Source: an optimization exercise on an open RTL-to-GDS flow (aim: small area and a short achievable clock period). Production flows keep margins and buffers that such runs may drop. No run shown here included a check of the RTL's function; only the layout flow was run. Power figures rest on the tool's default switching activity, not on a simulated workload.

==> flow/design.v (outline; a module is shown in full before it is edited, if it fits) <==
// module alu: 651 lines
module alu(FPUCLK, RST, A, B, CTRL, OUT);
  // ...
==> flow/flow/run.sh <==
#!/bin/bash
set -euo pipefail
cd "$(dirname "$0")/.."
export BUFFER_PORTS_ARGS="-buffer_cell sky130_fd_sc_hd__buf_2"
export SYNTH_ARGS="-noabc"
bash standard.sh > standard_flow.log 2>&1
==> flow/standard.sh <==
#!/bin/bash
# synth_recipe.tcl (not shown) runs the flow's synth.tcl, then flattens the netlist and writes it again
# the make line also repeats each setting of config.mk as NAME=value (left out here)
make -C /OpenROAD-flow-scripts/flow DESIGN_CONFIG=/design/flow/config.mk WORK_HOME=/design/flow/orfs CLKGATE_MAP_FILE= SYNTH_SCRIPT=/design/flow/synth_recipe.tcl "${@:-finish}"
==> flow/config.mk <==
export PLATFORM = sky130hd
export DESIGN_NAME = alu
export DESIGN_NICKNAME = alu
export VERILOG_FILES = /design/flow/design.v
export SDC_FILE = /design/flow/constraint.sdc
export NUM_CORES = 4
export LEC_CHECK = 0
export CAP_MARGIN = 20
export CELL_PAD_IN_SITES_DETAIL_PLACEMENT = 1
export CORE_MARGIN = 2
export CORE_UTILIZATION = 35
export SETUP_SLACK_MARGIN = 4
export SLEW_MARGIN = 20
export TNS_END_PERCENT = 5
==> flow/constraint.sdc <==
create_clock -name core_clock -period 7.0 [get_ports {FPUCLK}]
set_input_delay 1.4000 -clock core_clock [delete_from_list [all_inputs] [get_ports {FPUCLK}]]
set_output_delay 1.4000 -clock core_clock [all_outputs]
set_load 0.01 [all_outputs]
==> results.cfg, run 1 <==
[timing]
max_clock_freq_mhz = 269
slew_headroom_pct = 33.3

[detailed_routing]
wl_met3_um = 4850
detail_route.wl_per_cell_um = 25.3
met1_length_um = 29500

[worst_setup_path]
rr_worst_depth = 8
path_cells = buf_12 -> and3_4 -> fa_1 -> fa_1 -> fa_1 -> fa_2 -> fa_1 -> or4b_1
cpLargestDelayFamily = adder cells
arrival_ns = 4.17

[global_route]
grt_pass1_wl_um = 110000
grt_pass1_vias = 18300

[synthesis]
yosys.area.top_type_share_pct = 25.0
syn_nets = 2413
synth-adder-area-share_pct = 30.5
ys_types = 81
synth_compound_area_share_pct = 11.8
synth_xor_area_share_pct = 2.90
netlist.top_cell.by_area = fa_1

[cells_and_area]
buffers = 161
post-route-cell-area_um2 = 23900

[pwr]
p_leak_nw = 11.1
switching_share_pct = 44.9
share_seq_of_total_power_pct = 22.9
power_top_consumer = combinational logic
internal_power_mw = 5.69

[clocking]
cts_tree = yes
post_cts_buffers = 12
cts.clk_slew.worst_paths_ns = 0.07
holdBufCountCts = 0

[min_path]
min-delay-start = r2_e[7]

[placed_design]
gp_congestion = 0.927

[floorplan]
io_pins = 101
dieHeight_um = 246
num_tap_cells = 765

[run_status]
status = finished clean
==> inputs of run 2 (changes only) <==
--- a/flow/design.v
+++ b/flow/design.v
@@ -16,36 +16,37 @@
   wire sp_b = a_zero;             
   wire sp_a = ~a_zero & b_zero;   
   wire sel_b = sp_b | (~sp_a & (dab[7] | (d_zero & f_lt)));
   wire swap = ~mul0 & sel_b;
   wire eff_sub = sa ^ sb ^ sub0;
   wire inf_s_add = a_inf ? sa : sb;
   wire [7:0] e_mul = ea + eb + 8'h81;
   wire s_mul = sa ^ sb;
-  reg [22:0] ma, mb;        
+  reg [22:0] nma, nmb;      
   reg r1_swap, r1_mul, r1_sub, r1_sa, r1_sb, r1_inf, r1_zero;
   reg [7:0] r1_d;
   reg r1_sp;
   reg [7:0] r1_ea, r1_eb;
   always @(posedge FPUCLK) begin
-    ma <= fa;
-    mb <= fb;
+    nma <= ~fa;
+    nmb <= ~fb;
     r1_swap <= swap;
     r1_mul <= mul0;
     r1_sub <= ~mul0 & eff_sub;
     r1_d <= dab;
     r1_sp <= sp_a | sp_b;
     r1_ea <= mul0 ? e_mul : ea;
     r1_eb <= eb;
     r1_sa <= mul0 ? s_mul : ((a_inf | b_inf) ? inf_s_add : sa);
     r1_sb <= (a_inf | b_inf) ? inf_s_add : (sp_b ? (sb | sub0) : (sb ^ sub0));
     r1_inf <= a_inf | b_inf;
     r1_zero <= mul0 & (a_zero | b_zero);
   end
+  wire [22:0] ma = ~nma, mb = ~nmb;
   wire [22:0] mg = mb & {23{r1_mul}};
   wire [22:0] mag = ma & {23{r1_mul}};
   wire [22:0] xa = r1_swap ? mb : ma;
   wire [22:0] xb = r1_swap ? ma : mb;
   wire [23:0] big = {1'b1, xa};
   wire neg = r1_d[7];
   wire [6:0] u = r1_d[6:0] ^ {7{neg}};
   wire [4:0] r1_sh = u[4:0];
==> results.cfg, run 2 <==
[timing]
tightestPinTransition_ns = 1.22
setup_viol = 0
slew_headroom_pct = 18.7
finalHoldViolations = 0
rsz0062_at_grt = true
min_period_ns = 3.71
drv_slew = 0
clock_skew_ns = 0.0144
period_share_pct = 53.0
tns_ns = 0
max_clock_freq_mhz = 270
whs_ns = 0.326
fin_ws_ns = 3.29

[clocking]
cts_tree = yes
holdBufCountCts = 0
root_buffer = clkbuf_16
htreeDepth = 1
cts_buffers = 29
clockBufferDepth = 3
insertion_delay_ns = 0.59
cts.clk_slew.worst_paths_ns = 0.07
clkSinkCount = 254

[pwr]
internal_power_mw = 5.48
p_leak_nw = 10.2
p_sw_mw = 4.65
share_seq_of_total_power_pct = 22.7
power_frac_comb_pct = 60.7
switching_share_pct = 45.9
irDropWorstVdd_mv = 0.324
clkPwrFrac_pct = 16.6
pwr_density_cell_nw_per_um2 = 446
finalPower_mw = 10.1

[worst_setup_path]
required_ns = 7.47
cp_num_cells = 12
path_cells = fa_1 -> fa_2 -> buf_4 -> fa_1 -> a211oi_2 -> o21a_1 -> o21ai_1 -> nand2_1 -> o2111ai_4 -> a31oi_4 -> o21ai_4 -> a311o_1
crit_path_end = r3_m[24]
r2r-end = r3_m[24]
reg2reg_from = r2_m[4]
slowest_delay_ns = 0.56
worstSetupPathType = flip-flop to flip-flop
cp-startpoint = r2_m[4]
crit_fanout = 5
cp-start-kind = flip-flop
crit_buf_inv = 1
reg2reg_slack_ns = 3.29
rr_worst_depth = 12
crit_slowest_cell = fa_1
cp_common_cell = fa_1
arrival_ns = 4.18
end_kind = flip-flop
cpLargestDelayFamily = adder cells

[run_status]
status = finished clean

[synthesis]
synth_most_common_cell = nor2_1
yosys_warnings = 1
synthArstFlopShare_pct = 14.6
synth_area_leaders = fa_1, dfxtp_1, nor2_1, ha_1, dfrtp_1
synth_compound_area_share_pct = 11.1
ys_seq_area_share_pct = 26.9
synth-edff-count = 0
ys.flop_type = dfxtp_1
syn_inst = 1952
yosys.area_share.simple_pct = 14.2
synth.avg_cell_area_um2 = 10.1
synth-adder-area-share_pct = 31.9
yosys-mux-area-fraction_pct = 7.73
ys_types = 81
netlist.top_cell.by_area = fa_1
ys_ff_latch = 254
synth.cells.most_frequent = nor2_1, fa_1, dfxtp_1, inv_1, ha_1
synth_xor_area_share_pct = 3.61
yosys.area.top_type_share_pct = 26.1
syn_area_um2 = 19600
syn_nets = 2367
synth_top_family_by_area = adder cells

[floorplan]
initial_core_util_pct = 35.5
die_area_um2 = 58000
die_x_um = 241
dieHeight_um = 241
rows = 86
io_pins = 101
core_um2 = 55300

[cells_and_area]
final_util_pct = 41.1
area_growth_pct = 15.8
fillers = 6224
drive_above_1_share_pct = 18.7
nNetsFinal = 2455
multiInputGateArea_um2 = 13900
top_register = r2_m
largest_register_ffs = 91
seqCellArea_um2 = 5300
finalNonFillerCells = 2811
diodes = 0
final_cell_mix = nor2_1, fa_1, dfxtp_1
largestRegisters = r2_m x91, r3_m x25
post-route-cell-area_um2 = 22700
final_common_cell = nor2_1

[placed_design]
numPortBuffers = 99
placed_cell_area_um2 = 20800
post-dp-hpwl_um = 49300
placedCellCount = 2711
gp_congestion = 0.925
post-place-ws_ns = 2.24

[global_route]
antenna_found_initial = 2
grt_pass1_vias = 17400
overflow = 0
grt_pass1_wl_um = 105000
grt_use_total_pct = 24.0
grt_start_max_net_pins = 55

[detailed_routing]
antenna_left = 0
routed_wl_um = 68600
drc_errors = 0
routed_via_density = 5.65
first_pass_iters = 6
detail_route.wl_per_cell_um = 24.4
first_iter_violations = 1220
num_vias = 15900

[flow_run]
cap_viol_max_count = 0

[min_path]
hold_class = flip-flop to flip-flop
==> run 2: per-layer routing <==
| layer | wire, um | part of all wire (%) | vias to the layer above | global-route usage, % |
|---|---|---|---|---|
| li1 | - | - | 6774 | - |
| met1 | 28700 | 42 | 8228 | 30.9 |
| met2 | 32600 | 47 | 681 | 40.6 |
| met3 | 4420 | 6.4 | 189 | 3.65 |
| met4 | 2910 | 4.2 | 0 | 9.56 |
| met5 | 0 | 0 | - | 0 |
==> run 2: worst min path at each step <==
stage / slack [ns] / end / cells past startpoint / start
after detailed placement: 0.31 / r3_e[7] / 0 / r2_e[7]
after global placement: 0.31 / r2_zero / 0 / r1_zero
after floorplan: 0.31 / r2_inf / 0 / r1_inf
final: 0.33 / r3_e[7] / 0 / r2_e[7]
after global routing: 0.34 / r3_s / 0 / r2_s
after CTS: 0.33 / r3_e[7] / 0 / r2_e[7]
==> run 2: worst register-to-register path: stages (launching register included) <==
cell and delay [ns]:
dfxtp_1 0.32, fa_1 0.56, fa_2 0.48, buf_4 0.17, fa_1 0.46, a211oi_2 0.28, o21a_1 0.19, o21ai_1 0.10
nand2_1 0.17, o2111ai_4 0.18, a31oi_4 0.24, o21ai_4 0.10, a311o_1 0.33
==> run 2: power groups by stage <==
stage	registers (mW)	clock network, mW	logic [mW]
after floorplan	2.10	0	3.77
after global placement	2.27	0	5.18
after detailed placement	2.29	0	5.38
after CTS	2.26	1.71	5.85
after global routing	2.34	1.76	6.67
final	2.30	1.68	6.15
==> run 2: layout make-up <==
type / instances / area share [%]
flip-flops and latches: 254 / 23.3
multi-input cells: 1475 / 61.3
clock inverters: 16 / 0.936
repair buffers: 163 / 4.72
well taps: 748 / 4.12
clock buffers: 38 / 3.70
inverters: 117 / 1.93
==> run 2: cell families (layout without fill, tap and decap cells) <==
| logic type | count (synthesis) | count (layout) |
|---|---|---|
| AO/OA/AOI/OAI | 319 | 319 |
| XOR/XNOR | 78 | 78 |
| flip-flops | 254 | 254 |
| AND/OR/NAND/NOR | 612 | 615 |
| multiplexers | 117 | 117 |
| buffers and inverters | 226 | 334 |
| adder cells (fa/ha/maj) | 346 | 346 |
==> run 2: repair_timing <==
item / CTS / global route
cloned: 6 / 0
endpoints found under the setup margin: 131 / 135
pin swaps: 20 / 21
gates resized for setup: 69 / 37
buffers inserted: 29 / 11

[what the ideal ports hide]
How much do the figures lean on ideal ports? The routed layouts below were timed once more, with nothing changed but the port constraints. Step 1 (the two cells are an assumption about what drives the block):
set clk [get_ports {FPUCLK}]
set_driving_cell -lib_cell sky130_fd_sc_hd__clkbuf_16 $clk
set_driving_cell -lib_cell sky130_fd_sc_hd__buf_2 [delete_from_list [all_inputs] $clk]
Step 2 moves the port delays by t, midway between the first and last clock arrival at a register: inputs arrive t later, outputs are due t later. That takes back most of the time a late clock gives input paths. a / b / c = ideal / step 1 / step 2; a / b = the first two.
run | shift t [ns] | setup WS [ns] | worst setup path at the end | worst data-port slew with drivers (ns)
run 1 | 0.631 | 3.283 / 3.283 / 2.974 | input to register | 0.05
run 2 | 0.635 | 3.291 / 3.291 / 3.036 | input to register | 0.05
After both steps setup and hold are still met in every run listed. The setup slack of run 1, which loses most, moves by 0.000 ns with the drivers and by -0.309 ns with both steps.
